This design comes from an exercise in tuning for small area on the open sky130 flow, not from production work. The RTL was checked by simulation tests, not by an equivalence proof against the original design. No driver is modelled on the clock port, so clock power and skew are understated where the tree is cut down; a real chip needs a root buffer or a tree. Power and IR drop assume default switching activity.

--- flow/flow/run.sh ---
#!/bin/bash
# Own layout flow: the standard flow, with
#  - synthesis mapped for area (flow/area.abc, no half/full-adder cells),
#  - port buffers of the smallest buffer cell,
#  - a smaller clock tree (one level of clkbuf cells, no dummy loads).
# Each tool's output goes to a log file in the work folder.
set -euo pipefail
W=$PWD
R=$W/orfs/results/$FLOW_PLATFORM/top/base

bash standard.sh synth > std_synth.log 2>&1
cp $R/1_2_yosys.v std_1_2_yosys.v
grep -oE "sky130_fd_sc_hd__(df|sdf|edf)[a-z]+_[0-9]+ +[^ ]+" std_1_2_yosys.v \
  | sed -E 's/_[0-9]+ / /' | sort > std_regs.txt

# 2. the same flow with the area synthesis
sed -e "s#SYNTH_SCRIPT=[^ ]*#SYNTH_SCRIPT=$W/flow/my_synth.tcl ADDER_MAP_FILE=#" standard.sh > own.sh
rm -f $R/1_2_yosys.v $R/1_2_yosys.sdc $R/1_synth.odb $R/1_synth.sdc
export OWN_ABC_SCRIPT=$W/flow/area.abc
bash own.sh synth > own_synth.log 2>&1
grep -oE "sky130_fd_sc_hd__(df|sdf|edf)[a-z]+_[0-9]+ +[^ ]+" $R/1_2_yosys.v \
  | sed -E 's/_[0-9]+ / /' | sort > own_regs.txt
if ! cmp -s std_regs.txt own_regs.txt; then
  echo "registers differ from the standard synthesis" >&2
  exit 1
fi

# 3. the rest of the standard flow
export BUFFER_PORTS_ARGS="-buffer_cell sky130_fd_sc_hd__buf_1"
export CTS_ARGS="-sink_clustering_enable -repair_clock_nets -dont_use_dummy_load -buf_list sky130_fd_sc_hd__clkbuf_4 -root_buf sky130_fd_sc_hd__clkbuf_4"
bash own.sh finish > own_finish.log 2>&1
test -s out/final.def
--- flow/flow/area.abc ---
strash
dch
amap
mfs2
strash
dch
amap
mfs2
strash
dch
amap
--- flow/flow/my_synth.tcl ---
# The standard synthesis (synth_recipe.tcl), except that abc maps with
# flow/area.abc instead of ORFS's speed script.  Registers are untouched.
proc synth {args} { yosys synth -nofsm -noshare {*}$args }
proc abc {args} {
  set i [lsearch -exact $args -script]
  if {$i >= 0} { set args [lreplace $args $i [expr {$i + 1}] -script $::env(OWN_ABC_SCRIPT)] }
  yosys abc {*}$args
}
source $::env(SCRIPTS_DIR)/synth.tcl
# left out here: clear keep_hierarchy, flatten, clean up, hide names made inside functions, write 1_2_yosys.v
--- flow/standard.sh ---
#!/bin/bash
# synth_recipe.tcl (not shown) runs the flow's synth.tcl, then flattens the netlist and writes it again
# the make line also repeats each setting of config.mk as NAME=value (left out here)
make -C /OpenROAD-flow-scripts/flow DESIGN_CONFIG=/design/flow/config.mk WORK_HOME=/design/flow/orfs CLKGATE_MAP_FILE= SYNTH_SCRIPT=/design/flow/synth_recipe.tcl "${@:-finish}"
--- flow/config.mk ---
export PLATFORM = sky130hd
export DESIGN_NAME = top
export DESIGN_NICKNAME = top
export VERILOG_FILES = /design/flow/design.v
export SDC_FILE = /design/flow/constraint.sdc
export NUM_CORES = 4
export LEC_CHECK = 0
export CAP_MARGIN = 20
export CORE_MARGIN = 2
export CORE_UTILIZATION = 40
export SLEW_MARGIN = 20
--- flow/constraint.sdc ---
create_clock -name core_clock -period 10.0 [get_ports {clk}]
set_input_delay 2.0000 -clock core_clock [delete_from_list [all_inputs] [get_ports {clk}]]
set_output_delay 2.0000 -clock core_clock [all_outputs]
set_load 0.01 [all_outputs]
--- flow/design.v ---
`timescale 1ns / 1ps
module top(
    input clk,
    input btnC,
    input [0:2] sw,
    input btnU,
    output [6:0] seg,
    output [3:0] an,
    output [0:2] led
    );
    reg [6:0] u;
    reg [5:0] c;
    reg q0, q1, q1d, b;
    reg [2:0] p;
    reg [3:0] O, T, H;
    wire scantick = &u[4:0];
    wire pre = ~u[2] & u[1] & u[0];
    wire slowtick = pre & c[5] & c[3];
    wire bn = q0 & ~q1d;
    wire press = slowtick & bn & ~b;
    wire w2 = sw[0], w1 = sw[1], w0 = sw[2];
    wire [2:0] op;
    assign op[2] = w2 & w1 & w0;
    assign op[1] = ~w0 & (w2 ^ w1);
    assign op[0] = ~w1 & (w2 ^ w0);
    wire [2:0] e = p & {3{scantick}};
    wire dec = e[2];
    wire [4:0] s = {1'b0, O} + {1'b0, dec, dec, dec | e[1], dec | e[0]};
    wire carryO = ~dec & s[3] & (s[2] | s[1]);     
    wire zeroDec = dec & ~s[4];                     
    wire ne = |(T ^ H);
    wire borrowO = zeroDec & ne;
    wire [3:0] On;
    assign On[3] = ~carryO & (zeroDec ? ne : s[3]);
    assign On[2] = ~carryO & ~zeroDec & s[2];
    assign On[1] = carryO ? s[2] : (~zeroDec & s[1]);
    assign On[0] = zeroDec ? ne : s[0];
    wire T9 = T[3] & T[0];
    wire T0 = ~(T[3] | T[2] | T[1] | T[0]);
    wire ci = carryO & T9;                           
    wire bi = borrowO & T0;                          
    wire [3:0] st = T + {borrowO, borrowO, borrowO, carryO | borrowO};
    wire [3:0] Tn = {st[3] & ~ci, st[2] & ~bi, st[1] & ~ci & ~bi, st[0]};
    wire [3:0] Hn = H + {bi, bi, bi, ci | bi};
    always @(posedge clk or posedge btnU) begin
        if (btnU) begin
            u <= 7'd16;
            c <= 6'd20;
            q0 <= 1'b0;
            q1 <= 1'b0;
            q1d <= 1'b0;
            b <= 1'b0;
            p <= 3'b110;
            O <= 4'd0;
            T <= 4'd0;
            H <= 4'd0;
        end
        else begin
            u <= u + 7'd1;
            if (pre)
                c <= slowtick ? 6'd0 : c + 6'd1;
            if (slowtick) begin
                q0 <= btnC;
                q1 <= q0;
                q1d <= q1;
                b <= bn;
            end
            if (press)
                p <= op;
            else if (scantick)
                p <= 3'b000;
            O <= On;
            T <= Tn;
            H <= Hn;
        end
    end
    wire valid = ~(p[2] & p[1]);
    wire [1:0] d = u[6:5];
    wire [3:0] v = d[1] ? (d[0] ? 4'd0 : H) : (d[0] ? T : O);
    wire blank = d[1] & ~d[0] & H[3] & (H[2] | H[1]);
    wire [6:0] pat;
    assign pat[0] = ~v[3] & ~v[2] & ~v[1] & v[0] | v[2] & ~v[1] & ~v[0];
    assign pat[1] = v[2] & (v[1] ^ v[0]);
    assign pat[2] = ~v[2] & v[1] & ~v[0];
    assign pat[3] = ~v[2] & ~v[1] & v[0] | v[2] & ~v[1] & ~v[0] | v[2] & v[1] & v[0];
    assign pat[4] = v[0] | v[2] & ~v[1];
    assign pat[5] = ~v[3] & ~v[2] & v[0] | ~v[2] & v[1] | v[1] & v[0];
    assign pat[6] = ~v[3] & ~v[2] & ~v[1] | v[2] & v[1] & v[0];
    assign seg = {7{valid}} & ({7{blank}} | pat);
    assign an = valid ? ~(4'b0001 << d) : 4'b0000;
    assign led = sw;
endmodule
==> results of run 1 <==
-- worst max path at each step --
| stage | cells after the start | to | from |
|---|---|---|---|
| after floorplan | 1 | led[0] | sw[0] |
| after global placement | 2 | led[2] | sw[2] |
| after detailed placement | 2 | led[2] | sw[2] |
| after CTS | 8 | seg[5] | u[5] |
| after global routing | 22 | H[3] | u[0] |
| final | 8 | seg[5] | u[5] |
-- registers in the layout, indices dropped and copies added (netlist names) --
name / count
O: 4
b: 1
c: 6
q1d: 1
T: 4
H: 4
q0: 1
q1: 1
p: 3
u: 7
-- layout make-up --
class | count | area [um2]
inverter | 35 | 131
timing repair buffer | 21 | 86.3
fill | 416 | 2190
clock buffer | 5 | 37.5
multi-input combinational | 148 | 744
sequential | 32 | 807
tap | 50 | 62.6
-- cell families (layout without fill, tap and decap cells) --
group	after synthesis	count (layout)
compound gates	70	70
buf+inv	38	61
flops	32	32
simple gates	78	78
-- synthesized netlist by cell type --
library cell  number
nor4_1             1
a2111oi_0          1
dfrtp_1           27
dfstp_2            5
and3_1             3
nor3_1             6
a222oi_1           3
or2_0              2
nand3_1            6
and2_0             1
o22ai_1           13
a22oi_1            2
a31oi_1            2
a21boi_0           1
o21ai_0           22
a21o_1             1
o21a_1             2
o41ai_1            1
buf_4              3
nor2_1            41
a211oi_1           1
o31ai_1            4
clkinv_1          35
a21oi_1           17
nand2_1           18
-- where the power goes --
group	total, uW	leakage (uW)	internal [uW]	switching [uW]
combinational	5.56	0.000308	1.35	4.20
clock	63.5	0.0000230	23.4	40.1
sequential	129	0.000410	129	0
-- critical path: stages (launching register included) --
cell	delay, ns
dfrtp_1	0.45
clkinv_1	0.11
nor2_1	0.09
a222oi_1	0.57
nand2_1	0.10
o21ai_0	0.23
a21oi_1	0.10
o31ai_1	0.23
buf_1	0.17
-- layer usage --
layer / share of wire (%) / global-route usage, % / up-vias
li1: - / - / 801
met1: 53 / 22.5 / 639
met2: 42 / 22.6 / 28
met3: 4.0 / 5.23 / 5
met4: 1.2 / 5.23 / 0
met5: 0 / 0 / -
-- per-stage QoR --
stage | setup WS (ns) | std cells | hold WS (ns)
2_1_floorplan | 5.88 | 218 | 0.443
3_3_place_gp | 5.70 | 286 | 0.460
3_5_place_dp | 5.69 | 286 | 0.456
4_1_cts | 5.63 | 291 | 0.477
5_1_grt | 5.37 | 291 | 0.498
6_report | 5.63 | 291 | 0.472
==> results.json, run 1 <==
{
  "postSynthCellCount": 218,
  "clock_latency_ns": 0.34,
  "viasPerCell": 5.06,
  "dp_hpwl_um": 2590,
  "diodes": 0,
  "critPathKind": "reg2out",
  "drcViolationCount": 0,
  "grt_overflow": 0,
  "grt_max_degree": 33,
  "drv_cap": 0,
  "area.growth.synth_to_final_pct": 9.61,
  "syn_area_per_cell_um2": 7.82,
  "cts_tree": "built",
  "worstMarginPinSlew_ns": 0.746,
  "synth_warnings": 1,
  "hp-class": "reg2reg",
  "drtPass1Iterations": 4,
  "cts_hold_buf": 0,
  "hold_depth": 1,
  "p_leak_uw": 0.000741,
  "critPathLaunchType": "flop",
  "place_congestion": 0.762,
  "hold_start": "u[0]",
  "peakVddDrop_uv": 61.1,
  "die_width_um": 69.3,
  "finalSetupViolations": 0,
  "fmax_ghz": 0.229,
  "ys_ff_latch": 32,
  "r2r_cells": 22,
  "power_uw": 198,
  "fin_util_pct": 46.1,
  "start_util_pct": 42.0,
  "cts_root_buf": "clkbuf_4",
  "cts.htree.levels": 2,
  "vias": 1473,
  "min_period_ns": 4.37,
  "cts-resized-gates": 0,
  "clkSlewWorstSetupHoldPaths_ns": 0.08,
  "cts.sinks": 32,
  "wire_per_inst_um": 11.6,
  "drive_gt1_share_pct": 4.98,
  "fin_area_um2": 1870,
  "coreArea_um2": 4060,
  "ant_nets": 0,
  "status": "complete, no violations",
  "clockBufferDepth": 2,
  "synth_largest_area_cell": "dfrtp_1",
  "cts_setup_buffers": 0,
  "min_to": "u[0]",
  "fp.dieH_um": 69.3,
  "cp.arrival_ns": 2.37,
  "synth_xor_area_share_pct": 0,
  "synth_area_um2": 1710,
  "min_period_over_period_pct": 43.7,
  "seq_area_frac_synth_pct": 47.3,
  "hold_viol": 0,
  "yosysTopAreaCellShare_pct": 39.6,
  "portBuffers": 19,
  "synth_nets": 224,
  "synthSimpleGateAreaFrac_pct": 19.1,
  "io_pins": 20,
  "grt_usage_pct": 15.8,
  "powerDensity_nw_per_um2": 106,
  "routed_wirelength_um": 3380,
  "synth_top_family_by_area": "compound AO/OA/AOI/OAI gates",
  "grt_first_pass_wirelength_um": 6190,
  "grt_pass1_vias": 1400,
  "nets": 249,
  "layout_commonest_cell": "nor2_1",
  "final_cell_mix": "41 x nor2_1, 35 x clkinv_1, 27 x dfrtp_1",
  "relSlewSlack_pct": 49.9,
  "rsz0062_at_grt": "false",
  "placed_area_um2": 1830,
  "worst-path-max-fanout": 7,
  "required_ns": 8.00,
  "finalClockSkew_ns": 0.0241,
  "fp.dieArea_um2": 4800,
  "synth_fa_ha_area_share_pct": 0,
  "drt_iter0_drc": 107,
  "synthMuxAreaShare_pct": 0,
  "antenna_found_initial": 0,
  "r2r-start": "u[0]",
  "tns_ns": 0,
  "drv_slew": 0,
  "synth_area_leaders": "dfrtp_1 40%, nor2_1 9.0%, clkinv_1 7.7%, dfstp_2 7.7%, o21ai_0 6.5%",
  "placementRows": 23,
  "synth_cell_types": 25,
  "r2r_slack_ns": 6.02,
  "cts-buffers-inserted": 5,
  "synth_compound_area_share_pct": 24.6,
  "crit_path_end_kind": "primary output",
  "rr_endpoint": "H[3]"
}
==> inputs of run 2 (changes only) <==
--- a/flow/design.v
+++ b/flow/design.v
@@ -17,3 +17,4 @@
     wire pre = ~u[2] & u[1] & u[0];
-    wire slowtick = pre & c[5] & c[3];
+    wire slowtick = pre & c[0] & c[2] & ~c[3] & ~c[5];
+    wire cfb = c[5] ^ ~(c[4] | (c[3] & c[1]));
     wire bn = q0 & ~q1d;
@@ -47,3 +48,3 @@
             u <= 7'd16;
-            c <= 6'd20;
+            c <= 6'b001111;
             q0 <= 1'b0;
@@ -59,4 +60,3 @@
             u <= u + 7'd1;
-            if (pre)
-                c <= slowtick ? 6'd0 : c + 6'd1;
+            c <= {c[4:0], cfb};
             if (slowtick) begin
--- a/flow/flow/run.sh
+++ b/flow/flow/run.sh
@@ -4,3 +4,4 @@
 #  - port buffers of the smallest buffer cell,
-#  - a smaller clock tree (one level of clkbuf cells, no dummy loads).
+#  - a smaller clock tree (clkbuf_4 cells, no dummy loads),
+#  - placement that is not timing driven (the design has slack to spare).
 # Each tool's output goes to a log file in the work folder.
@@ -28,2 +29,4 @@
 # 3. the rest of the standard flow
+export GPL_TIMING_DRIVEN=0
+export PRE_GLOBAL_PLACE_TCL=$W/flow/pre_place.tcl
 export BUFFER_PORTS_ARGS="-buffer_cell sky130_fd_sc_hd__buf_1"
==> flow/flow/pre_place.tcl (new file) <==
# Remove the buffers synthesis put on the pass-through wires (led = sw);
# global_place.tcl then buffers every port, as in the standard flow.
remove_buffers
==> results.json, run 2 <==
{
  "worstPathCellList": "clkinv_1, nor2b_1, and3_1, nand2_1, nor2_1, clkinv_1, o21ai_0, nand2_1, o21ai_0, clkinv_1, o22ai_1, a21oi_1, a211oi_1, clkinv_1, nor3_1, nor2_1, nor2_1, clkinv_1, nor2_1, a21oi_1, o22ai_1, nor2_1, a21oi_1",
  "synth-edff-count": 0,
  "area.growth.synth_to_final_pct": 9.55,
  "hold_depth": 0,
  "drive_gt1_share_pct": 6.31,
  "cp_num_buf_inv": 5,
  "clock_latency_ns": 0.35,
  "power_uw": 246,
  "min_to": "c[5]",
  "seq_area_frac_synth_pct": 49.1,
  "grtUsageMet2_pct": 24.3,
  "ys_ff_latch": 32,
  "r2r_cells": 23,
  "coreArea_um2": 3970,
  "worstMarginPinSlew_ns": 0.878,
  "synth_nets": 207,
  "multi_input_area_um2": 702,
  "finalSetupViolations": 0,
  "drv_slew": 0,
  "drtPass1Iterations": 4,
  "final-seq-area_um2": 810,
  "io_pins": 20,
  "grt_first_pass_wirelength_um": 5380,
  "postSynthCellCount": 201,
  "grtUsageMet3_pct": 4.44,
  "cp.arrival_ns": 4.69,
  "peakVddDrop_uv": 74.2,
  "portBuffers": 19,
  "synth_area_um2": 1650,
  "fp.dieH_um": 68.2,
  "min_period_ns": 4.45,
  "fin_area_um2": 1810,
  "cts.htree.levels": 2,
  "worst-path-max-fanout": 8,
  "placed_area_um2": 1770,
  "vias": 1430,
  "cts_setup_buffers": 0,
  "required_ns": 10.25,
  "nets": 230,
  "grt_max_degree": 33,
  "p_leak_uw": 0.000697,
  "place_congestion": 0.773,
  "grt-busiest-layer": "met2",
  "syn_area_per_cell_um2": 8.21,
  "r2r_slack_ns": 5.55,
  "synth_cell_types": 25,
  "status": "complete, no violations",
  "start_util_pct": 41.6,
  "hp-class": "reg2reg",
  "crit_path_end_kind": "flop",
  "synth_largest_area_cell": "dfrtp_1",
  "routed_wirelength_um": 3260,
  "fp.dieArea_um2": 4660,
  "cts_hold_buf": 0,
  "powerDensity_nw_per_um2": 136,
  "final_cell_mix": "32 x clkinv_1, 31 x nor2_1, 25 x dfrtp_1",
  "drv_cap": 0,
  "rr_endpoint": "H[3]",
  "hold_start": "c[4]",
  "drt_iter0_drc": 103,
  "synth_area_leaders": "dfrtp_1 38%, dfstp_2 11%, clkinv_1 7.5%, nor2_1 7.1%, o22ai_1 6.1%",
  "ant_nets": 0,
  "largest_register_ffs": 7,
  "critical_path.top_delay_family": "simple AND/OR/NAND/NOR gates",
  "dp_hpwl_um": 2480,
  "placementRows": 23,
  "grt_usage_pct": 15.8,
  "viasPerCell": 5.26,
  "finalClockSkew_ns": 0.0318,
  "cts_root_buf": "clkbuf_4",
  "ys.flop_type": "dfrtp_1",
  "reg_top3": "u: 7 flops, c: 6 flops",
  "cts-resized-gates": 0,
  "fillers": 415,
  "yosysMostFrequentCell": "clkinv_1",
  "min_period_over_period_pct": 44.5,
  "hold_viol": 0,
  "antenna_found_initial": 0,
  "diodes": 0,
  "yosysTopAreaCellShare_pct": 37.9,
  "grt_overflow": 0,
  "drcViolationCount": 0,
  "clkSlewWorstSetupHoldPaths_ns": 0.11,
  "layout_commonest_cell": "clkinv_1",
  "fmax_ghz": 0.225,
  "tns_ns": 0,
  "slowest_delay_ns": 0.36,
  "critPathKind": "reg2reg",
  "die_width_um": 68.2,
  "async_flop_share_pct": 100,
  "cts-buffers-inserted": 5,
  "relSlewSlack_pct": 41.5,
  "cts.sinks": 32,
  "synth_warnings": 1,
  "clockBufferDepth": 2,
  "cp_slowest_cell": "dfrtp_1",
  "r2r-start": "u[0]",
  "globalRouteMet1Util_pct": 20.3,
  "grt_pass1_vias": 1248,
  "synthTopCellsByCount": "33 x clkinv_1, 31 x nor2_1, 25 x dfrtp_1",
  "rsz0062_at_grt": "false",
  "max_flop_register": "u",
  "cts_tree": "built",
  "critPathLaunchType": "flop",
  "wire_per_inst_um": 12.0
}
## run 2: cell types whose count changed after synthesis, sizes merged, moves of 3 or more
| cell | delta |
|---|---|
| o21ai | -3 |
| nand2 | -4 |
| o22ai | +3 |
| o31ai | -3 |
| nor2 | -10 |
| nor2b | +4 |
## run 2: routing by layer
metal / part of all wire [%] / vias up
met4: 1.9 / 0
li1: - / 748
met1: 49 / 643
met5: 0 / -
met2: 44 / 32
met3: 4.5 / 7
## run 2: area by class of cell
class | instances | share of cell area (%)
clock buffer | 5 | 2.08
inverter | 33 | 6.92
multi-input combinational | 133 | 38.8
sequential | 32 | 44.8
tap | 50 | 3.46
timing repair buffer | 19 | 3.94
## run 2: worst max-delay path by stage
stage               start  endpoint  slack [ns]  cells past startpoint
global route         u[0]      H[3]        4.95                     23
global placement     u[0]      H[3]        5.59                     23
floorplan           sw[0]    led[0]        5.88                      1
CTS                  u[0]      H[3]        5.56                     23
finish               u[0]      H[3]        5.55                     23
detailed placement   u[0]      H[3]        5.66                     23
## run 2: per-stage QoR
step,setup slack [ns],cells,util (%),hold slack (ns)
floorplan,5.88,201,-,0.354
global placement,5.59,267,44.4,0.358
finish,5.55,272,45.5,0.345
CTS,5.56,272,45.5,0.337
global route,4.95,272,45.5,0.347
detailed placement,5.66,267,44.6,0.356
## run 2: cells by family after synthesis
group                  share of synthesized area [%]
buffers and inverters                           8.87
and+or+nand+nor                                 17.5
AOI/OAI and AO/OA                               24.6
DFF                                             49.1
## run 2: power by group
part           total (uW)  switching (uW)  internal (uW)  leakage, uW
clock                62.3            38.9           23.4    0.0000230
sequential            137            3.97            133     0.000386
combinational        46.7            29.9           16.7     0.000288
total                 246            72.7            174     0.000697
==> inputs of run 3 (changes only) <==
==> flow/flow/area.abc (replaced) <==
strash
&get -n
&deepsyn -T 10
&put
dch
amap
mfs2
strash
dch
amap
mfs2
strash
dch
amap
--- a/flow/flow/my_synth.tcl
+++ b/flow/flow/my_synth.tcl
@@ -1,3 +1,4 @@
 # The standard synthesis (synth_recipe.tcl), except that abc maps with
-# flow/area.abc instead of ORFS's speed script.  Registers are untouched.
+# flow/area.abc instead of ORFS's speed script, and with ripple-carry adders.
+# Registers are untouched.
 proc synth {args} { yosys synth -nofsm -noshare {*}$args }
@@ -8,2 +9,5 @@
 }
+# Without this, ORFS maps carry chains with a Kogge-Stone adder (extra-map
+# lcu_kogge_stone.v), which is larger than a ripple carry.
+set ::env(SYNTH_OPERATIONS_ARGS) "-noshare"
 source $::env(SCRIPTS_DIR)/synth.tcl
==> results.json, run 3 <==
{
  "status": "complete, no violations",
  "ys_ff_latch": 32,
  "largest_register_ffs": 7,
  "rsz0062_at_grt": "false",
  "fmax_ghz": 0.205,
  "grt_first_pass_wirelength_um": 5200,
  "synth_area_um2": 1620,
  "viasPerCell": 5.13,
  "fp.dieH_um": 67.6,
  "min_period_ns": 4.89,
  "drive_gt1_share_pct": 6.02,
  "reg_top3": "u: 7 flops, c: 6 flops",
  "required_ns": 8.00,
  "syn_area_per_cell_um2": 8.29,
  "coreArea_um2": 3940,
  "finalSetupViolations": 0,
  "min_period_over_period_pct": 48.9,
  "cts.htree.levels": 2,
  "vias": 1364,
  "clock_latency_ns": 0.34,
  "async_flop_share_pct": 100,
  "wire_per_inst_um": 11.6,
  "cts_root_buf": "clkbuf_4",
  "ys.flop_type": "dfrtp_1",
  "fp.dieArea_um2": 4570,
  "routed_wirelength_um": 3090,
  "clockBufferDepth": 2,
  "synth_nets": 201,
  "yosysMostFrequentCell": "clkinv_1",
  "dp_hpwl_um": 2410,
  "synth_cell_types": 27,
  "worstMarginPinSlew_ns": 0.777,
  "critPathLaunchType": "flop",
  "placed_area_um2": 1730,
  "fillers": 388,
  "hp-class": "reg2reg",
  "powerDensity_nw_per_um2": 115,
  "nets": 224,
  "hold_viol": 0,
  "drcViolationCount": 0,
  "cts.sinks": 32,
  "grt_usage_pct": 15.7,
  "drv_slew": 0,
  "relSlewSlack_pct": 48.2,
  "area.growth.synth_to_final_pct": 9.29,
  "cts_setup_buffers": 0,
  "fin_area_um2": 1770,
  "final_cell_mix": "36 x clkinv_1, 29 x nor2_1, 25 x dfrtp_1",
  "diodes": 0,
  "p_leak_uw": 0.000707,
  "die_width_um": 67.6,
  "place_congestion": 0.809,
  "antenna_found_initial": 0,
  "grt_max_degree": 33,
  "grt_pass1_vias": 1200,
  "postSynthCellCount": 195,
  "placementRows": 23,
  "portBuffers": 19,
  "cp.arrival_ns": 2.89,
  "layout_commonest_cell": "clkinv_1",
  "clkSlewWorstSetupHoldPaths_ns": 0.11,
  "drt_iter0_drc": 152,
  "cts-buffers-inserted": 5,
  "cts_tree": "built",
  "peakVddDrop_uv": 61.6,
  "synth-edff-count": 0,
  "drtPass1Iterations": 4,
  "crit_path_end_kind": "primary output",
  "grt_overflow": 0,
  "dp.cells": 261,
  "cts_hold_buf": 0,
  "ant_nets": 0,
  "tns_ns": 0,
  "finalClockSkew_ns": 0.0267,
  "synth_largest_area_cell": "dfrtp_1",
  "worst-path-max-fanout": 6,
  "seq_area_frac_synth_pct": 50.1,
  "cts-resized-gates": 0,
  "fin_cells": 266,
  "synth_warnings": 1,
  "drv_cap": 0,
  "start_util_pct": 41.0,
  "yosysTopAreaCellShare_pct": 38.7,
  "synth_area_leaders": "dfrtp_1 39%, dfstp_2 11%, clkinv_1 8.6%, nor2_1 6.7%, o21ai_0 5.6%",
  "io_pins": 20,
  "max_flop_register": "u",
  "synthTopCellsByCount": "37 x clkinv_1, 29 x nor2_1, 25 x dfrtp_1",
  "critPathKind": "reg2out"
}
## run 3: worst max-delay path, cell delays in order (launching register included)
cell,delay (ns)
dfrtp_1,0.42
clkinv_1,0.10
nor2_1,0.08
a222oi_1,0.73
or2_0,0.23
nand2_1,0.08
or3_1,0.36
o211ai_1,0.12
o21bai_1,0.17
o21a_1,0.15
buf_1,0.15
## run 3: final cells by class
cell class | count | area (um2) | area share (%)
sequential | 32 | 810 | 45.8
tap | 50 | 62.6 | 3.54
clock buffer | 5 | 37.5 | 2.12
timing repair buffer | 19 | 71.3 | 4.04
multi-input combinational | 123 | 646 | 36.5
inverter | 37 | 140 | 7.93
## run 3: cell families after synthesis
family	Yosys count	synth area share, %
simple gates	62	16.3
xor+xnor	1	0.542
compound gates	60	23.1
buf+inv	40	9.98
flops	32	50.1
## run 3: final timing paths
kind                            depth (start not counted)  from  slack [ns]  endpoint
max in group asynchronous                               2  btnU        7.97      c[2]
worst max-delay path                                   10  u[6]        5.11    seg[0]
worst min-delay path                                    0  c[2]        0.36      c[3]
worst max register to register                         21  u[0]        5.82      H[3]
worst min register to register                          0  c[2]        0.36      c[3]
min in group asynchronous                               2  btnU        1.66      u[3]
## run 3: stage by stage
step	util [%]	worst slack [ns]	total power, uW	hold WS [ns]
2_1_floorplan	-	5.70	140	0.354
5_1_grt	44.8	4.88	214	0.371
3_5_place_dp	43.9	5.46	143	0.360
4_1_cts	44.8	5.11	205	0.362
3_3_place_gp	43.8	5.50	143	0.357
6_report	44.8	5.11	202	0.357
## run 3: metal layers
layer	track usage (%)	part of all wire, %
met3	6.83	5.0
met4	6.38	1.7
met2	24.5	45
met1	18.9	48
met5	0	0
## run 3: power breakdown
part	total, uW	internal, uW	switching [uW]
sequential	132	131	1.13
clock	62.3	23.4	38.9
combinational	7.99	2.21	5.78
total	202	157	45.8
==> inputs of run 4 (changes only) <==
--- a/flow/design.v
+++ b/flow/design.v
@@ -88,4 +88,4 @@
     assign pat[6] = ~v[3] & ~v[2] & ~v[1] | v[2] & v[1] & v[0];
-    assign seg = {7{valid}} & ({7{blank}} | pat);
-    assign an = valid ? ~(4'b0001 << d) : 4'b0000;
+    assign seg = {valid & (blank | pat[6]), {6{blank}} | pat[5:0]};
+    assign an = {valid, valid, valid, 1'b1} & ~(4'b0001 << d);
     assign led = sw;
--- a/flow/flow/run.sh
+++ b/flow/flow/run.sh
@@ -2,3 +2,4 @@
 # Own layout flow: the standard flow, with
-#  - synthesis mapped for area (flow/area.abc, no half/full-adder cells),
+#  - synthesis mapped for area: the best of the flow/abc_*.script mappings,
+#    with ripple-carry adders and no half/full-adder cells,
 #  - port buffers of the smallest buffer cell,
@@ -19,3 +20,3 @@
 rm -f $R/1_2_yosys.v $R/1_2_yosys.sdc $R/1_synth.odb $R/1_synth.sdc
-export OWN_ABC_SCRIPT=$W/flow/area.abc
+export OWN_FLOW_DIR=$W/flow
 bash own.sh synth > own_synth.log 2>&1
==> flow/flow/abc_n1.script (new file) <==
strash
dch
amap
mfs2
strash
dch
amap
mfs2
strash
dch
amap
==> flow/flow/abc_n7.script (new file) <==
strash
dch
amap
mfs2
strash
dch
amap
mfs2
strash
dch
amap
mfs2
strash
dch
amap
mfs2
strash
dch
amap
==> flow/flow/abc_s1.script (new file) <==
strash
&get -n
&deepsyn -T 5 -S 1
&put
dch
amap
mfs2
strash
dch
amap
mfs2
strash
dch
amap
==> flow/flow/abc_s2.script (new file) <==
strash
&get -n
&deepsyn -T 5 -S 2
&put
dch
amap
mfs2
strash
dch
amap
mfs2
strash
dch
amap
==> flow/flow/abc_s3.script (new file) <==
strash
&get -n
&deepsyn -T 5 -S 3
&put
dch
amap
mfs2
strash
dch
amap
mfs2
strash
dch
amap
==> flow/flow/abc_s4.script (new file) <==
strash
&get -n
&deepsyn -T 5 -S 4
&put
dch
amap
mfs2
strash
dch
amap
mfs2
strash
dch
amap
==> flow/flow/abc_s5.script (new file) <==
strash
&get -n
&deepsyn -T 5 -S 5
&put
dch
amap
mfs2
strash
dch
amap
mfs2
strash
dch
amap
==> flow/flow/abc_s6.script (new file) <==
strash
&get -n
&deepsyn -T 5 -S 6
&put
dch
amap
mfs2
strash
dch
amap
mfs2
strash
dch
amap
==> flow/flow/abc_s7.script (new file) <==
strash
&get -n
&deepsyn -T 5 -S 7
&put
dch
amap
mfs2
strash
dch
amap
mfs2
strash
dch
amap
==> flow/flow/abc_s8.script (new file) <==
strash
&get -n
&deepsyn -T 5 -S 8
&put
dch
amap
mfs2
strash
dch
amap
mfs2
strash
dch
amap
==> flow/flow/my_synth.tcl (replaced) <==
# The standard synthesis (synth_recipe.tcl), except for how abc maps the
# logic: it is mapped once with each script flow/abc_*.script (ripple-carry
# adders, no Kogge-Stone) and the mapping with the least cell area is kept.
# Registers are untouched: abc only sees the logic between them.
proc synth {args} { yosys synth -nofsm -noshare {*}$args }
proc abc {args} {
  set scripts [lsort [glob $::env(OWN_FLOW_DIR)/abc_*.script]]
  set i [lsearch -exact $args -script]
  yosys design -save own_pre_abc
  set best_area ""
  set best_script ""
  foreach script $scripts {
    yosys design -load own_pre_abc
    set a [lreplace $args $i [expr {$i + 1}] -script $script]
    yosys abc {*}$a
    set f $::env(OBJECTS_DIR)/own_abc_stat.txt
    yosys tee -q -o $f stat {*}$::own_lib_args
    set fh [open $f r]
    set txt [read $fh]
    close $fh
    if {![regexp {Chip area for module[^:]*:\s*([0-9.]+)} $txt -> area]} { continue }
    if {[regexp {\$lut|\$_} $txt]} { puts "own abc: $script left unmapped cells"; continue }
    puts "own abc: [file tail $script] area $area"
    if {$best_area eq "" || $area < $best_area} {
      set best_area $area
      set best_script $script
      yosys design -save own_best_abc
    }
  }
  if {$best_area eq ""} { error "no abc script mapped the design" }
  puts "own abc: kept [file tail $best_script] with area $best_area"
  yosys design -load own_best_abc
}
set ::own_lib_args {}
foreach lib $::env(LIB_FILES) { lappend ::own_lib_args -liberty $lib }
# Without this, ORFS maps carry chains with a Kogge-Stone adder (extra-map
# lcu_kogge_stone.v), which is larger than a ripple carry.
set ::env(SYNTH_OPERATIONS_ARGS) "-noshare"
source $::env(SCRIPTS_DIR)/synth.tcl
# left out here: clear keep_hierarchy, flatten, clean up, hide names made inside functions, write 1_2_yosys.v
removed: flow/flow/area.abc
==> results.json, run 4 <==
{
  "critPathLaunchType": "flop",
  "synth_cell_types": 28,
  "powerDensity_nw_per_um2": 116,
  "grt_overflow": 0,
  "reg_top3": "u: 7 flops, c: 6 flops",
  "nets": 223,
  "async_flop_share_pct": 100,
  "syn_area_per_cell_um2": 8.22,
  "p_leak_uw": 0.000700,
  "crit_path_end_kind": "primary output",
  "worst-path-max-fanout": 5,
  "relSlewSlack_pct": 41.1,
  "finalClockSkew_ns": 0.0289,
  "clockBufferDepth": 2,
  "synth_largest_area_cell": "dfrtp_1",
  "cts-resized-gates": 0,
  "fp.dieH_um": 67.2,
  "drv_cap": 0,
  "layout_commonest_cell": "nor2_1",
  "placementRows": 22,
  "cts_tree": "built",
  "clkSlewWorstSetupHoldPaths_ns": 0.11,
  "synth_area_um2": 1600,
  "synth_nets": 200,
  "required_ns": 8.00,
  "ys_ff_latch": 32,
  "start_util_pct": 42.6,
  "critPathKind": "reg2out",
  "hold_viol": 0,
  "ant_nets": 0,
  "yosysTopAreaCellShare_pct": 39.2,
  "cts-buffers-inserted": 5,
  "synth-edff-count": 0,
  "holdWs_ns": 0.366,
  "cts.htree.levels": 2,
  "portBuffers": 19,
  "max_flop_register": "u",
  "peakVddDrop_uv": 70.6,
  "drcViolationCount": 0,
  "synthTopCellsByCount": "37 x nor2_1, 35 x clkinv_1, 25 x dfrtp_1",
  "rsz0062_at_grt": "false",
  "antenna_found_initial": 0,
  "grt_first_pass_wirelength_um": 5420,
  "dp_hpwl_um": 2330,
  "synth_warnings": 1,
  "diodes": 0,
  "hp-class": "reg2reg",
  "min_period_ns": 4.56,
  "drive_gt1_share_pct": 6.05,
  "io_pins": 20,
  "drv_slew": 0,
  "grt_pass1_vias": 1228,
  "cts_root_buf": "clkbuf_4",
  "seq_area_frac_synth_pct": 50.7,
  "clock_latency_ns": 0.34,
  "vias": 1343,
  "grt_max_degree": 33,
  "finalSetupViolations": 0,
  "place_congestion": 0.818,
  "postSynthCellCount": 194,
  "ys.flop_type": "dfrtp_1",
  "cts_hold_buf": 0,
  "drt_iter0_drc": 46,
  "tns_ns": 0,
  "fmax_ghz": 0.219,
  "wire_per_inst_um": 11.8,
  "synth_area_leaders": "dfrtp_1 39%, dfstp_2 12%, nor2_1 8.7%, clkinv_1 8.2%, o21ai_0 6.6%",
  "largest_register_ffs": 7,
  "status": "complete, no violations",
  "cts.sinks": 32,
  "cts_setup_buffers": 0,
  "yosysMostFrequentCell": "nor2_1",
  "final_cell_mix": "37 x nor2_1, 34 x clkinv_1, 25 x dfrtp_1",
  "area.growth.synth_to_final_pct": 9.25,
  "min_period_over_period_pct": 45.6,
  "fillers": 380,
  "routed_wirelength_um": 3110,
  "cp.arrival_ns": 2.56,
  "viasPerCell": 5.11,
  "worstMarginPinSlew_ns": 0.876,
  "drtPass1Iterations": 5,
  "coreArea_um2": 3740,
  "fp.dieArea_um2": 4510,
  "die_width_um": 67.2,
  "grt_usage_pct": 16.0
}
## run 4: changes by cell type after synthesis, moves of 2 or more
cell / previous run / this run
o21ai_0: 18 / 21
a31oi_1: 0 / 2
o22ai_1: 11 / 9
a21oi_1: 14 / 12
o31ai_1: 3 / 1
o21bai_1: 2 / 0
or2_0: 3 / 1
clkinv_1: 37 / 35
nand2_1: 18 / 14
nor2_1: 29 / 37
## run 4: cells by family (layout without fill, tap and decap cells)
kind of cell	count (synthesis)	after routing	share of synthesized area, %
simple gates	67	67	17.7
compound gates	57	57	21.9
buf+inv	38	59	9.65
flops	32	32	50.7
## run 4: final timing paths
check,startpoint,endpoint,slack [ns],cells past startpoint
hold reg to reg,c[2],c[3],0.37,0
setup / recovery,u[5],seg[5],5.44,8
max in group asynchronous,btnU,u[2],7.96,2
hold / removal,c[2],c[3],0.37,0
setup reg to reg,u[0],H[3],5.70,22
min in group asynchronous,btnU,O[1],1.66,2
## run 4: cell type report
class | count | area (um2) | area share [%]
inverters | 35 | 133 | 7.61
multi-input cells | 124 | 632 | 36.3
well taps | 48 | 60.1 | 3.45
repair buffers | 19 | 71.3 | 4.09
clock buffers | 5 | 37.5 | 2.15
flip-flops and latches | 32 | 810 | 46.4
## run 4: stage by stage
stage                     utilization, %  setup WS (ns)  cell area, um2  power (uW)  cells
final                               46.6           5.44            1740         203    263
after global routing                46.6           5.07            1740         210    263
after CTS                           46.6           5.41            1740         206    263
after detailed placement            45.6           5.67            1710         141    258
after global placement              45.5           5.67            1700         140    258
after floorplan                        -           5.88            1600         138    194
## run 4: power breakdown
group          switching, uW  internal (uW)  leakage (uW)
clock                   41.4           23.5     0.0000230
sequential             0.762            130      0.000388
combinational           4.83           1.82      0.000289
total                   47.0            156      0.000700
## run 4: worst max-delay path, stage by stage (launching register included)
cell	delay, ns
dfrtp_1	0.44
nor2_1	0.13
a222oi_1	0.64
clkinv_1	0.18
a31oi_1	0.29
nand2b_1	0.10
a31oi_1	0.20
o21ai_0	0.11
buf_1	0.13
## run 4: layer usage
metal  routed length (um)  GRT usage (%)
met1                 1600           22.0
met2                 1330           24.0
met3                  124           4.00
met4                   52           6.89
met5                    0              0
==> inputs of run 5 (changes only) <==
--- a/flow/flow/run.sh
+++ b/flow/flow/run.sh
@@ -5,3 +5,4 @@
 #  - port buffers of the smallest buffer cell,
-#  - a smaller clock tree (clkbuf_4 cells, no dummy loads),
+#  - a smaller clock tree: four clkbuf_4 cells driven by the clock port
+#    (CTS without dummy loads, then flow/post_cts.tcl drops its root buffer),
 #  - placement that is not timing driven (the design has slack to spare).
@@ -34,2 +35,3 @@
 export CTS_ARGS="-sink_clustering_enable -repair_clock_nets -dont_use_dummy_load -buf_list sky130_fd_sc_hd__clkbuf_4 -root_buf sky130_fd_sc_hd__clkbuf_4"
+export POST_CTS_TCL=$W/flow/post_cts.tcl
 bash own.sh finish > own_finish.log 2>&1
==> flow/flow/post_cts.tcl (new file) <==
set block [ord::get_db_block]
set root [$block findInst clkbuf_0_clk]
if {$root == "NULL"} { error "no clock root buffer clkbuf_0_clk" }
set in [[$root findITerm A] getNet]
set out [[$root findITerm X] getNet]
set leaves 0
foreach it [$out getITerms] {
  if {[$it getInst] == $root} continue
  if {![string match "sky130_fd_sc_hd__clkbuf*" [[[$it getInst] getMaster] getName]]} {
    error "the clock root buffer drives more than clock buffers"
  }
  incr leaves
}
if {$leaves > 4} { error "$leaves leaf buffers: too many for the clock port to drive" }
foreach it [$out getITerms] {
  if {[$it getInst] == $root} continue
  $it disconnect
  $it connect $in
}
foreach it [$root getITerms] { if {[$it getNet] != "NULL"} { $it disconnect } }
odb::dbInst_destroy $root
odb::dbNet_destroy $out
detailed_placement
check_placement -verbose
estimate_parasitics -placement
report_clock_skew
==> results.json, run 5 <==
{
  "tns_ns": 0,
  "r2r_cells": 22,
  "portBuffers": 19,
  "min_to": "c[3]",
  "drv_cap": 0,
  "powerDensity_nw_per_um2": 110,
  "routed_wirelength_um": 3060,
  "clkSlewWorstSetupHoldPaths_ns": 0.11,
  "io_pins": 20,
  "synth-edff-count": 0,
  "r2r_slack_ns": 5.72,
  "hold_viol": 0,
  "seq_area_frac_synth_pct": 50.7,
  "diodes": 0,
  "viasPerCell": 5.07,
  "synth_area_leaders": "dfrtp_1 39%, dfstp_2 12%, nor2_1 8.7%, clkinv_1 8.2%, o21ai_0 6.6%",
  "globalRouteMet1Util_pct": 22.0,
  "worst-path-max-fanout": 5,
  "fp.dieArea_um2": 4510,
  "finalSetupViolations": 0,
  "grtUsageMet3_pct": 2.50,
  "power_uw": 190,
  "vias": 1329,
  "drtPass1Iterations": 5,
  "area.growth.synth_to_final_pct": 8.78,
  "cp.arrival_ns": 2.40,
  "synth_warnings": 1,
  "yosysMostFrequentCell": "nor2_1",
  "antenna_found_initial": 0,
  "reg_top3": "u: 7 flops, c: 6 flops",
  "coreArea_um2": 3740,
  "relSlewSlack_pct": 41.0,
  "drcViolationCount": 0,
  "grt_pass1_vias": 1215,
  "fmax_ghz": 0.227,
  "fp.dieH_um": 67.2,
  "worstMarginPinSlew_ns": 0.877,
  "grt_usage_pct": 15.6,
  "hold_depth": 0,
  "placementRows": 22,
  "synthTopCellsByCount": "37 x nor2_1, 35 x clkinv_1, 25 x dfrtp_1",
  "ant_nets": 0,
  "clock_latency_ns": 0.17,
  "grtUsageMet2_pct": 24.0,
  "place_congestion": 0.818,
  "grt_overflow": 0,
  "async_flop_share_pct": 100,
  "rr_endpoint": "H[3]",
  "rsz0062_at_grt": "false",
  "min_period_ns": 4.40,
  "cts.sinks": 32,
  "critPathKind": "reg2out",
  "fillers": 380,
  "max_flop_register": "u",
  "largest_register_ffs": 7,
  "critPathLaunchType": "flop",
  "drt_iter0_drc": 38,
  "p_leak_uw": 0.000695,
  "synth_largest_area_cell": "dfrtp_1",
  "grt-busiest-layer": "met2",
  "ys_ff_latch": 32,
  "required_ns": 8.00,
  "synth_nets": 200,
  "drv_slew": 0,
  "yosysTopAreaCellShare_pct": 39.2,
  "start_util_pct": 42.6,
  "final_cell_mix": "37 x nor2_1, 34 x clkinv_1, 25 x dfrtp_1",
  "min_period_over_period_pct": 44.0,
  "status": "complete, no violations",
  "ys.flop_type": "dfrtp_1",
  "dp_hpwl_um": 2330,
  "peakVddDrop_uv": 70.6,
  "postSynthCellCount": 194,
  "grt_first_pass_wirelength_um": 5370,
  "hp-class": "reg2reg",
  "layout_commonest_cell": "nor2_1",
  "wire_per_inst_um": 11.7,
  "die_width_um": 67.2,
  "crit_path_end_kind": "primary output",
  "synth_cell_types": 28,
  "hold_start": "c[2]",
  "synth_area_um2": 1600,
  "nets": 222,
  "drive_gt1_share_pct": 5.61,
  "r2r-start": "u[0]",
  "syn_area_per_cell_um2": 8.22,
  "grt_max_degree": 33,
  "finalClockSkew_ns": 0.0287
}
==> run 5: cell counts after synthesis <==
Identical to the previous run, type by type.
==> run 5: how the worst max path moves through the flow <==
| stage | from | end | cells past startpoint |
|---|---|---|---|
| floorplan | sw[0] | led[0] | 1 |
| global placement | sw[1] | led[1] | 2 |
| detailed placement | sw[1] | led[1] | 2 |
| global route | u[0] | H[3] | 22 |
| finish | u[5] | seg[5] | 8 |
==> run 5: area by class of cell <==
type,count,area [um2],share of cell area (%)
Clock buffer,4,30.0,1.73
Inverter,35,133,7.64
Timing Repair Buffer,19,71.3,4.11
Tap cell,48,60.1,3.46
Sequential cell,32,810,46.6
Multi-Input combinational cell,124,632,36.4
==> run 5: through the flow <==
| stage | setup WS, ns | utilization, % | instances | cell area (um2) | hold slack (ns) |
|---|---|---|---|---|---|
| after floorplan | 5.88 | - | 194 | 1600 | 0.354 |
| after global placement | 5.67 | 45.5 | 258 | 1700 | 0.356 |
| after detailed placement | 5.67 | 45.6 | 258 | 1710 | 0.357 |
| after global routing | 5.07 | 46.4 | 262 | 1740 | 0.380 |
| final | 5.60 | 46.4 | 262 | 1740 | 0.366 |
==> run 5: critical path: stages (launching register included) <==
cell and delay, ns:
dfrtp_1 0.45, nor2_1 0.13, a222oi_1 0.64, clkinv_1 0.18, a31oi_1 0.29, nand2b_1 0.10
a31oi_1 0.20, o21ai_0 0.11, buf_1 0.13
==> run 5: logic make-up (layout without fill, tap and decap cells) <==
kind of cell / count (synthesis) / after routing / share of synthesized area, %
AOI/OAI and AO/OA: 57 / 57 / 21.9
buffers and inverters: 38 / 58 / 9.65
DFF: 32 / 32 / 50.7
and+or+nand+nor: 67 / 67 / 17.7
==> run 5: layer usage <==
layer  part of all wire (%)  wire length, um
met5                      0                0
met2                     43             1330
met4                   0.95               29
met3                    3.8              117
met1                     52             1590
==> run 5: power by group <==
part           internal (uW)  switching, uW  total, uW
sequential               130          0.763        131
clock                   19.1           33.5       52.7
combinational           1.82           4.83       6.65
total                    151           39.1        190
==> inputs of run 6 (changes only) <==
--- a/flow/flow/run.sh
+++ b/flow/flow/run.sh
@@ -4,2 +4,3 @@
 #    with ripple-carry adders and no half/full-adder cells,
+#  - the reset inverter as an inv_2 (flow/post_synth.tcl),
 #  - port buffers of the smallest buffer cell,
@@ -22,2 +23,3 @@
 export OWN_FLOW_DIR=$W/flow
+export POST_SYNTH_TCL=$W/flow/post_synth.tcl
 bash own.sh synth > own_synth.log 2>&1
==> flow/flow/post_synth.tcl (new file) <==
# An inverter or buffer of the smallest kind that drives many pins (the
# reset inverter drives every flip-flop) becomes the inv_2/buf_2 of the
# same footprint class, so that repair_design need not buffer its net.
set block [ord::get_db_block]
foreach inst [$block getInsts] {
  set m [[$inst getMaster] getName]
  if {$m ni {sky130_fd_sc_hd__clkinv_1 sky130_fd_sc_hd__inv_1}} continue
  set out [$inst findITerm Y]
  set net [$out getNet]
  if {$net == "NULL"} continue
  if {[llength [$net getITerms]] - 1 < 16} continue
  puts "own: $m [$inst getName] drives [expr {[llength [$net getITerms]] - 1}] pins: now sky130_fd_sc_hd__inv_2"
  $inst swapMaster [[ord::get_db] findMaster sky130_fd_sc_hd__inv_2]
}
==> results.json, run 6 <==
{
  "cp_num_buf_inv": 3,
  "die_width_um": 67.2,
  "wire_per_inst_um": 11.5,
  "start_util_pct": 42.6,
  "status": "complete, no violations",
  "fin_cells": 262,
  "vias": 1353,
  "clkSlewWorstSetupHoldPaths_ns": 0.10,
  "hp-class": "reg2reg",
  "finalSetupViolations": 0,
  "routed_wirelength_um": 3010,
  "layout_commonest_cell": "nor2_1",
  "coreArea_um2": 3740,
  "fp.dieH_um": 67.2,
  "slowest_delay_ns": 0.63,
  "seq_area_frac_synth_pct": 50.7,
  "drive_gt1_share_pct": 5.61,
  "synth-edff-count": 0,
  "finalClockSkew_ns": 0.0229,
  "drtPass1Iterations": 4,
  "min_period_ns": 4.41,
  "synth_nets": 200,
  "critical_path.top_delay_family": "compound AO/OA/AOI/OAI gates",
  "yosysTopAreaCellShare_pct": 39.2,
  "crit_path_end_kind": "primary output",
  "yosysMostFrequentCell": "nor2_1",
  "synth_largest_area_cell": "dfrtp_1",
  "drcViolationCount": 0,
  "worstMarginPinSlew_ns": 0.942,
  "worstPathCellList": "clkinv_1, nor2_1, a222oi_1, clkinv_1, a31oi_1, nand2b_1, a31oi_1, o21ai_0, buf_1",
  "holdWs_ns": 0.358,
  "placementRows": 22,
  "place_congestion": 0.812,
  "dp.cells": 258,
  "portBuffers": 19,
  "largest_register_ffs": 7,
  "synth_warnings": 1,
  "grt_pass1_vias": 1149,
  "tns_ns": 0,
  "postSynthCellCount": 194,
  "drv_slew": 0,
  "cts.sinks": 32,
  "syn_area_per_cell_um2": 8.22,
  "max_flop_register": "u",
  "p_leak_uw": 0.000695,
  "ys.flop_type": "dfrtp_1",
  "grt_max_degree": 33,
  "synth_cell_types": 28,
  "ant_nets": 0,
  "fp.dieArea_um2": 4510,
  "antenna_found_initial": 0,
  "synthTopCellsByCount": "37 x nor2_1, 35 x clkinv_1, 25 x dfrtp_1",
  "min_period_over_period_pct": 44.1,
  "viasPerCell": 5.16,
  "peakVddDrop_uv": 79.1,
  "drv_cap": 0,
  "grt_first_pass_wirelength_um": 5150,
  "critPathLaunchType": "flop",
  "worst-path-max-fanout": 5,
  "area.growth.synth_to_final_pct": 8.71,
  "ys_ff_latch": 32,
  "powerDensity_nw_per_um2": 109,
  "cp_slowest_cell": "a222oi_1",
  "fillers": 404,
  "relSlewSlack_pct": 36.7,
  "final_cell_mix": "37 x nor2_1, 34 x clkinv_1, 25 x dfrtp_1",
  "required_ns": 8.00,
  "cp.arrival_ns": 2.41,
  "dp_hpwl_um": 2340,
  "nets": 222,
  "clock_latency_ns": 0.16,
  "critPathKind": "reg2out",
  "async_flop_share_pct": 100,
  "synth_area_leaders": "dfrtp_1 39%, dfstp_2 12%, nor2_1 8.7%, clkinv_1 8.2%, o21ai_0 6.6%",
  "synth_area_um2": 1600,
  "io_pins": 20,
  "grt_usage_pct": 14.9,
  "grt_overflow": 0,
  "drt_iter0_drc": 108,
  "fmax_ghz": 0.227,
  "hold_viol": 0,
  "diodes": 0,
  "rsz0062_at_grt": "false",
  "reg_top3": "u: 7 flops, c: 6 flops"
}
==> run 6: cell counts after synthesis <==
No cell type changed its count.
==> run 6: cells by family after synthesis <==
| group | synth area share (%) |
|---|---|
| AO/OA/AOI/OAI | 21.9 |
| buffers and inverters | 9.65 |
| flip-flops | 50.7 |
| AND/OR/NAND/NOR | 17.7 |
==> run 6: area by class of cell <==
cell class	count	area, um2	share of cell area (%)
flip-flops and latches	32	810	46.7
multi-input cells	124	632	36.4
inverters	35	131	7.58
repair buffers	19	71.3	4.11
well taps	48	60.1	3.46
clock buffers	4	30.0	1.73
==> run 6: path summary, 6_finish.rpt <==
kind	depth (start not counted)	startpoint	to	slack, ns
hold / removal	0	c[4]	c[5]	0.36
min in group asynchronous	2	btnU	O[1]	1.91
hold reg to reg	0	c[4]	c[5]	0.36
setup / recovery	9	u[6]	seg[5]	5.59
max in group asynchronous	2	btnU	u[2]	7.63
setup reg to reg	22	u[0]	H[3]	5.72
==> run 6: stage by stage <==
stage	worst slack [ns]	instance area, um2	total power, uW	util (%)
final	5.59	1730	188	46.3
after floorplan	5.88	1600	138	-
after detailed placement	5.67	1700	140	45.5
after global routing	5.07	1730	197	46.3
after global placement	5.67	1700	140	45.5
==> run 6: layer usage <==
metal | vias up | track usage [%] | wire (um)
li1 | 708 | - | -
met1 | 602 | 20.9 | 1490
met2 | 37 | 22.6 | 1320
met3 | 6 | 3.83 | 165
met4 | 0 | 4.34 | 38
met5 | - | 0 | 0
==> run 6: worst reg2reg max path, delay by kind of cell (launching register included) <==
kind	cells	cell delay, ns
compound gates	8	1.16
simple gates	9	2.05
flops	1	0.35
buf+inv	5	0.59
==> run 6: report_power, final <==
part	internal, uW	leakage (uW)	switching (uW)
registers	130	0.000388	0.752
clock network	19.1	0.0000184	31.4
logic	1.81	0.000289	4.87
==> inputs of run 7 (changes only) <==
--- a/flow/flow/run.sh
+++ b/flow/flow/run.sh
@@ -2,3 +2,4 @@
 # Own layout flow: the standard flow, with
-#  - synthesis mapped for area: the best of the flow/abc_*.script mappings,
+#  - synthesis mapped for area: the best of 31 abc mappings (flow/abc_n1.script,
+#    and deepsyn with 30 seeds before it),
 #    with ripple-carry adders and no half/full-adder cells,
@@ -22,5 +23,16 @@
 rm -f $R/1_2_yosys.v $R/1_2_yosys.sdc $R/1_synth.odb $R/1_synth.sdc
-export OWN_FLOW_DIR=$W/flow
+# abc scripts: the plain area script, and deepsyn with 30 random seeds
+mkdir -p $W/abc
+cp $W/flow/abc_n1.script $W/abc/
+for S in $(seq 1 30); do
+  { echo strash; echo "&get -n"; echo "&deepsyn -J 20 -S $S"; echo "&put"
+    tail -n +2 $W/flow/abc_n1.script; } > $W/abc/abc_j$S.script
+done
+export OWN_FLOW_DIR=$W/abc
 export POST_SYNTH_TCL=$W/flow/post_synth.tcl
-bash own.sh synth > own_synth.log 2>&1
+if ! bash own.sh synth > own_synth.log 2>&1; then
+  # an abc script failed: map with the plain area script alone
+  rm -f $R/1_2_yosys.v $R/1_2_yosys.sdc $R/1_synth.odb $R/1_synth.sdc
+  OWN_ABC_GLOB=abc_n1.script bash own.sh synth > own_synth_fallback.log 2>&1
+fi
 grep -oE "sky130_fd_sc_hd__(df|sdf|edf)[a-z]+_[0-9]+ +[^ ]+" $R/1_2_yosys.v \
--- a/flow/flow/my_synth.tcl
+++ b/flow/flow/my_synth.tcl
@@ -1,3 +1,3 @@
 # The standard synthesis (synth_recipe.tcl), except for how abc maps the
-# logic: it is mapped once with each script flow/abc_*.script (ripple-carry
+# logic: it is mapped once with each script $OWN_FLOW_DIR/abc_*.script (ripple-carry
 # adders, no Kogge-Stone) and the mapping with the least cell area is kept.
@@ -6,3 +6,5 @@
 proc abc {args} {
-  set scripts [lsort [glob $::env(OWN_FLOW_DIR)/abc_*.script]]
+  set pattern abc_*.script
+  if {[info exists ::env(OWN_ABC_GLOB)]} { set pattern $::env(OWN_ABC_GLOB) }
+  set scripts [lsort [glob $::env(OWN_FLOW_DIR)/$pattern]]
   set i [lsearch -exact $args -script]
@@ -14,3 +16,6 @@
     set a [lreplace $args $i [expr {$i + 1}] -script $script]
-    yosys abc {*}$a
+    if {[catch {yosys abc {*}$a} err]} {
+      puts "own abc: [file tail $script] failed: $err"
+      continue
+    }
     set f $::env(OBJECTS_DIR)/own_abc_stat.txt
removed: flow/flow/abc_n7.script
removed: flow/flow/abc_s1.script
removed: flow/flow/abc_s2.script
removed: flow/flow/abc_s3.script
removed: flow/flow/abc_s4.script
removed: flow/flow/abc_s5.script
removed: flow/flow/abc_s6.script
removed: flow/flow/abc_s7.script
removed: flow/flow/abc_s8.script
==> results.json, run 7 <==
{
  "status": "complete, no violations",
  "syn_area_per_cell_um2": 8.39,
  "worstMarginPinSlew_ns": 0.925,
  "r2r_cells": 19,
  "place_congestion": 0.877,
  "final_cell_mix": "34 x nor2_1, 31 x clkinv_1, 25 x dfrtp_1",
  "rr_endpoint": "H[3]",
  "synth_area_leaders": "dfrtp_1 40%, dfstp_2 12%, nor2_1 8.1%, clkinv_1 7.6%, o21ai_0 6.0%",
  "relSlewSlack_pct": 37.7,
  "nets": 216,
  "finalClockSkew_ns": 0.0362,
  "worstPathCellList": "clkinv_1, nor2_1, a222oi_1, clkinv_1, or2_0, o21ai_0, a31oi_1, o21ai_0, buf_1",
  "required_ns": 8.00,
  "start_util_pct": 42.5,
  "grt_usage_pct": 15.8,
  "die_width_um": 66.8,
  "synth_largest_area_cell": "dfrtp_1",
  "ys_ff_latch": 32,
  "drv_cap": 0,
  "yosysMostFrequentCell": "nor2_1",
  "tns_ns": 0,
  "viasPerCell": 5.41,
  "ant_nets": 0,
  "portBuffers": 19,
  "min_period_over_period_pct": 43.9,
  "routed_wirelength_um": 3190,
  "diodes": 0,
  "vias": 1384,
  "fp.dieH_um": 66.8,
  "worst-path-max-fanout": 5,
  "powerDensity_nw_per_um2": 111,
  "cts.sinks": 32,
  "grt_max_degree": 33,
  "critical_path.top_delay_family": "compound AO/OA/AOI/OAI gates",
  "p_leak_uw": 0.000699,
  "combPwrFrac_pct": 3.9,
  "rsz0062_at_grt": "false",
  "min_to": "c[1]",
  "drv_slew": 0,
  "reg_top3": "u: 7 flops, c: 6 flops",
  "clock_latency_ns": 0.17,
  "yosysTopAreaCellShare_pct": 39.7,
  "wire_per_inst_um": 12.5,
  "fmax_ghz": 0.228,
  "cp.arrival_ns": 2.39,
  "crit_path_end_kind": "primary output",
  "cp_num_buf_inv": 3,
  "max_flop_register": "u",
  "p_switching_uw": 38.8,
  "r2r_slack_ns": 6.12,
  "r2r-start": "u[0]",
  "largest_register_ffs": 7,
  "drtPass1Iterations": 4,
  "synth_warnings": 1,
  "hold_depth": 0,
  "ys.flop_type": "dfrtp_1",
  "peakVddDrop_uv": 91.3,
  "postSynthCellCount": 188,
  "drive_gt1_share_pct": 5.77,
  "synth_nets": 194,
  "power_uw": 191,
  "critPathKind": "reg2out",
  "io_pins": 20,
  "hp-class": "reg2reg",
  "dp_hpwl_um": 2460,
  "slowest_delay_ns": 0.53,
  "hold_viol": 0,
  "grt_pass1_vias": 1264,
  "p_clk_share_pct": 26.9,
  "layout_commonest_cell": "nor2_1",
  "antenna_found_initial": 0,
  "async_flop_share_pct": 100,
  "drcViolationCount": 0,
  "critPathLaunchType": "flop",
  "seqPwrFrac_pct": 69.1,
  "grt_overflow": 0,
  "grt_first_pass_wirelength_um": 5420,
  "hold_start": "c[0]",
  "synth_cell_types": 26,
  "holdWs_ns": 0.374,
  "fp.dieArea_um2": 4460,
  "finalSetupViolations": 0,
  "cp_slowest_cell": "a222oi_1",
  "synthTopCellsByCount": "34 x nor2_1, 32 x clkinv_1, 25 x dfrtp_1",
  "swShare_pct": 20.3,
  "area.growth.synth_to_final_pct": 8.80,
  "placementRows": 22,
  "synth_area_um2": 1580,
  "seq_area_frac_synth_pct": 51.3,
  "clkSlewWorstSetupHoldPaths_ns": 0.11,
  "drt_iter0_drc": 95,
  "min_period_ns": 4.39,
  "synth-edff-count": 0,
  "p_int_uw": 152,
  "coreArea_um2": 3720,
  "crit_start": "u[5]"
}
run 7: metrics by stage:
| step | setup WS, ns | instance area (um2) | util (%) | std cells |
|---|---|---|---|---|
| floorplan | 5.88 | 1580 | - | 188 |
| finish | 5.61 | 1720 | 46.2 | 256 |
| detailed placement | 5.66 | 1690 | 45.4 | 252 |
| global placement | 5.68 | 1690 | 45.4 | 252 |
| global route | 5.39 | 1720 | 46.2 | 256 |
run 7: layout make-up:
class / instances / area (um2)
fillers: 383 / 2000
flip-flops and latches: 32 / 810
multi-input cells: 121 / 626
inverters: 32 / 120
repair buffers: 19 / 71.3
well taps: 48 / 60.1
clock buffers: 4 / 30.0
run 7: cell families (layout without fill, tap and decap cells):
family,count (synthesis),after routing,share of synthesized area [%]
flops,32,32,51.3
compound gates,55,55,21.9
simple gates,66,66,17.8
buf+inv,35,55,9.04
run 7: worst reg2reg max path, stage by stage (launching register included):
cell and delay, ns:
dfrtp_1 0.35, clkinv_1 0.08, nor2b_1 0.24, and3_1 0.28
nand2_1 0.19, a21oi_1 0.20, o21ai_0 0.16, o21ai_0 0.23
nor2b_1 0.27, nand2_1 0.13, nor3_1 0.38, nand2_1 0.16
nor4_1 0.38, nor2_1 0.13, clkinv_1 0.10, o221ai_1 0.15
clkinv_1 0.09, o221ai_1 0.11, nand2_1 0.08, o21ai_0 0.07
run 7: power by group through the flow:
stage / clock, uW / sequential (uW) / combinational [uW]
after floorplan: 0 / 134 / 5.75
after global placement: 0 / 134 / 7.37
after detailed placement: 0 / 134 / 7.80
after global routing: 59.3 / 132 / 8.81
final: 51.4 / 132 / 7.52
run 7: worst max-delay path by stage:
stage	cells after the start	endpoint
6_report	9	seg[5]
2_1_floorplan	1	led[0]
3_3_place_gp	2	led[1]
5_1_grt	9	seg[1]
3_5_place_dp	2	led[1]
run 7: routing by layer:
| metal | vias up | wire length (um) | global-route usage, % |
|---|---|---|---|
| li1 | 700 | - | - |
| met1 | 641 | 1480 | 20.5 |
| met2 | 39 | 1500 | 26.1 |
| met3 | 4 | 176 | 3.89 |
| met4 | 0 | 34 | 4.34 |
| met5 | - | 0 | 0 |
==> inputs of run 8 (changes only) <==
--- a/flow/design.v
+++ b/flow/design.v
@@ -10,3 +10,4 @@
     );
-    reg [6:0] u;
+    reg [2:0] x;
+    reg [1:0] m, d;
     reg [5:0] c;
@@ -15,4 +16,6 @@
     reg [3:0] O, T, H;
-    wire scantick = &u[4:0];
-    wire pre = ~u[2] & u[1] & u[0];
+    wire xfb = x[2] ^ (x[1] | ~x[0]);
+    wire x7 = x[2] & ~x[1] & ~x[0];                 
+    wire pre = x[2] & ~x[1] & x[0];                 
+    wire scantick = x7 & m[1] & m[0];
     wire slowtick = pre & c[0] & c[2] & ~c[3] & ~c[5];
@@ -47,3 +50,5 @@
         if (btnU) begin
-            u <= 7'd16;
+            x <= 3'b000;
+            m <= 2'd2;
+            d <= 2'd0;
             c <= 6'b001111;
@@ -59,3 +64,5 @@
         else begin
-            u <= u + 7'd1;
+            x <= {x[1:0], xfb};
+            m <= m + {1'b0, x7};
+            d <= d + {1'b0, scantick};
             c <= {c[4:0], cfb};
@@ -77,3 +84,2 @@
     wire valid = ~(p[2] & p[1]);
-    wire [1:0] d = u[6:5];
     wire [3:0] v = d[1] ? (d[0] ? 4'd0 : H) : (d[0] ? T : O);
==> results.json, run 8 <==
{
  "fillers": 368,
  "wire_per_inst_um": 12.1,
  "synth_nets": 198,
  "power_uw": 191,
  "required_ns": 8.00,
  "clkSlewWorstSetupHoldPaths_ns": 0.11,
  "relSlewSlack_pct": 36.1,
  "die_width_um": 66.9,
  "portBuffers": 19,
  "synth_largest_area_cell": "dfrtp_1",
  "holdWs_ns": 0.333,
  "antenna_found_initial": 0,
  "async_flop_share_pct": 100,
  "synth_warnings": 1,
  "p_leak_uw": 0.000688,
  "fin_area_um2": 1720,
  "dp_hpwl_um": 2400,
  "synth-edff-count": 0,
  "start_util_pct": 42.3,
  "ys.flop_type": "dfrtp_1",
  "grt_usage_pct": 15.3,
  "tns_ns": 0,
  "synth_cell_types": 24,
  "synth_area_um2": 1580,
  "hold_viol": 0,
  "ant_nets": 0,
  "hp-class": "reg2reg",
  "synth_area_leaders": "dfrtp_1 40%, dfstp_2 12%, nor2_1 10%, clkinv_1 7.4%, o21ai_0 5.4%",
  "synthTopCellsByCount": "42 x nor2_1, 31 x clkinv_1, 25 x dfrtp_1",
  "postSynthCellCount": 192,
  "grt_overflow": 0,
  "final_cell_mix": "42 x nor2_1, 30 x clkinv_1, 25 x dfrtp_1",
  "min_period_ns": 4.55,
  "critPathKind": "reg2out",
  "io_pins": 20,
  "grt_first_pass_wirelength_um": 5180,
  "critPathLaunchType": "flop",
  "fmax_ghz": 0.220,
  "drt_iter0_drc": 55,
  "crit_path_end_kind": "primary output",
  "finalClockSkew_ns": 0.0269,
  "worst-path-max-fanout": 4,
  "grt_pass1_vias": 1186,
  "nets": 220,
  "yosysMostFrequentCell": "nor2_1",
  "fp.dieArea_um2": 4480,
  "diodes": 0,
  "grt_max_degree": 33,
  "max_flop_register": "c",
  "vias": 1390,
  "finalSetupViolations": 0,
  "seq_area_frac_synth_pct": 51.1,
  "yosysTopAreaCellShare_pct": 39.5,
  "drcViolationCount": 0,
  "routed_wirelength_um": 3140,
  "drtPass1Iterations": 4,
  "status": "complete, no violations",
  "viasPerCell": 5.35,
  "fin_util_pct": 46.0,
  "peakVddDrop_uv": 62.1,
  "layout_commonest_cell": "nor2_1",
  "place_congestion": 0.783,
  "worstMarginPinSlew_ns": 0.950,
  "cp.arrival_ns": 2.55,
  "placed_area_um2": 1690,
  "min_period_over_period_pct": 45.5,
  "syn_area_per_cell_um2": 8.24,
  "drive_gt1_share_pct": 5.66,
  "ys_ff_latch": 32,
  "drv_slew": 0,
  "powerDensity_nw_per_um2": 111,
  "placementRows": 22,
  "cts.sinks": 32,
  "clock_latency_ns": 0.17,
  "largest_register_ffs": 6,
  "coreArea_um2": 3740,
  "area.growth.synth_to_final_pct": 8.77,
  "drv_cap": 0,
  "rsz0062_at_grt": "false",
  "fp.dieH_um": 66.9
}
-- run 8: changes by cell type after synthesis, sizes merged, moves of 2 or more --
cell | before | now
nor2 | 34 | 42
a21o | 2 | 0
o311a | 2 | 0
o21ai | 19 | 17
nor3 | 5 | 9
o221ai | 2 | 0
nand2 | 15 | 12
a31oi | 2 | 0
a21oi | 10 | 14
o31ai | 0 | 2
-- run 8: critical path, stage by stage, from the launching register on --
cell       delay, ns
dfrtp_1         0.42
clkinv_1        0.09
nor2_1          0.08
a222oi_1        0.48
clkinv_1        0.19
a2111oi_0       0.66
nor3_1          0.14
nor3_1          0.16
buf_1           0.17
-- run 8: through the flow --
| stage | setup WS [ns] | std cells |
|---|---|---|
| detailed placement | 5.62 | 256 |
| global route | 5.15 | 260 |
| floorplan | 5.75 | 192 |
| global placement | 5.67 | 256 |
| finish | 5.45 | 260 |
-- run 8: path summary, 6_finish.rpt --
| path | from | endpoint | slack, ns | cells past startpoint |
|---|---|---|---|---|
| hold / removal | c[2] | c[3] | 0.33 | 0 |
| min in group asynchronous | btnU | q1 | 1.89 | 2 |
| hold reg to reg | c[2] | c[3] | 0.33 | 0 |
| setup / recovery | d[1] | seg[6] | 5.45 | 8 |
| setup reg to reg | x[1] | H[3] | 6.16 | 18 |
| max in group asynchronous | btnU | T[2] | 7.65 | 2 |
-- run 8: cell type report --
type / count / area (um2) / area share [%]
sequential: 32 / 810 / 47.0
timing repair buffer: 19 / 71.3 / 4.14
clock buffer: 4 / 30.0 / 1.74
tap: 48 / 60.1 / 3.49
multi-input combinational: 126 / 634 / 36.8
inverter: 31 / 116 / 6.76
-- run 8: kinds of logic (layout without fill, tap and decap cells) --
kind of cell	Yosys count	count (layout)	synth area share, %
DFF	32	32	51.1
buffers and inverters	34	54	8.77
and+or+nand+nor	74	74	19.8
AOI/OAI and AO/OA	52	52	20.2
-- run 8: power by group --
group	internal [uW]	switching (uW)	total [uW]
registers	131	1.15	132
logic	1.98	5.63	7.61
clock network	19.1	32.1	51.3
-- run 8: routing by layer --
layer,track usage (%),share of wire [%],vias up
li1,-,-,702
met3,4.56,5.9,3
met4,3.06,0.80,0
met1,20.1,49,648
met2,25.1,45,37
met5,0,0,-

re-timing with driven ports:
Ports are ideal in the flow. The routed layouts listed here were re-timed in OpenROAD.
Step 1 sets driving cells, clkbuf_16 on the clock port and buf_2 on the other inputs (assumed; they add their load-dependent delay and slew).
Step 2 also shifts input and output timing later by t, the mid clock arrival at the registers, as if the neighbouring blocks saw the same clock.
a / b / c = ideal / step 1 / step 2; a / b = the first two.
run	t (ns)	setup WS [ns]	worst setup path at the end	worst data-port slew with drivers (ns)
run 1	0.353	5.631 / 5.606 / 5.679	input to output	0.03
run 2	0.352	5.554 / 5.554 / 5.554	register to register	0.03
run 3	0.346	5.110 / 5.088 / 5.434	register to output	0.03
run 4	0.351	5.436 / 5.414 / 5.647	input to output	0.03
run 5	0.193	5.604 / 5.562 / 5.647	input to output	0.03
run 6	0.186	5.585 / 5.547 / 5.653	input to output	0.03
run 7	0.192	5.611 / 5.571 / 5.630	input to output	0.03
run 8	0.196	5.453 / 5.411 / 5.606	register to output	0.03
After both steps every run listed still meets setup and hold.
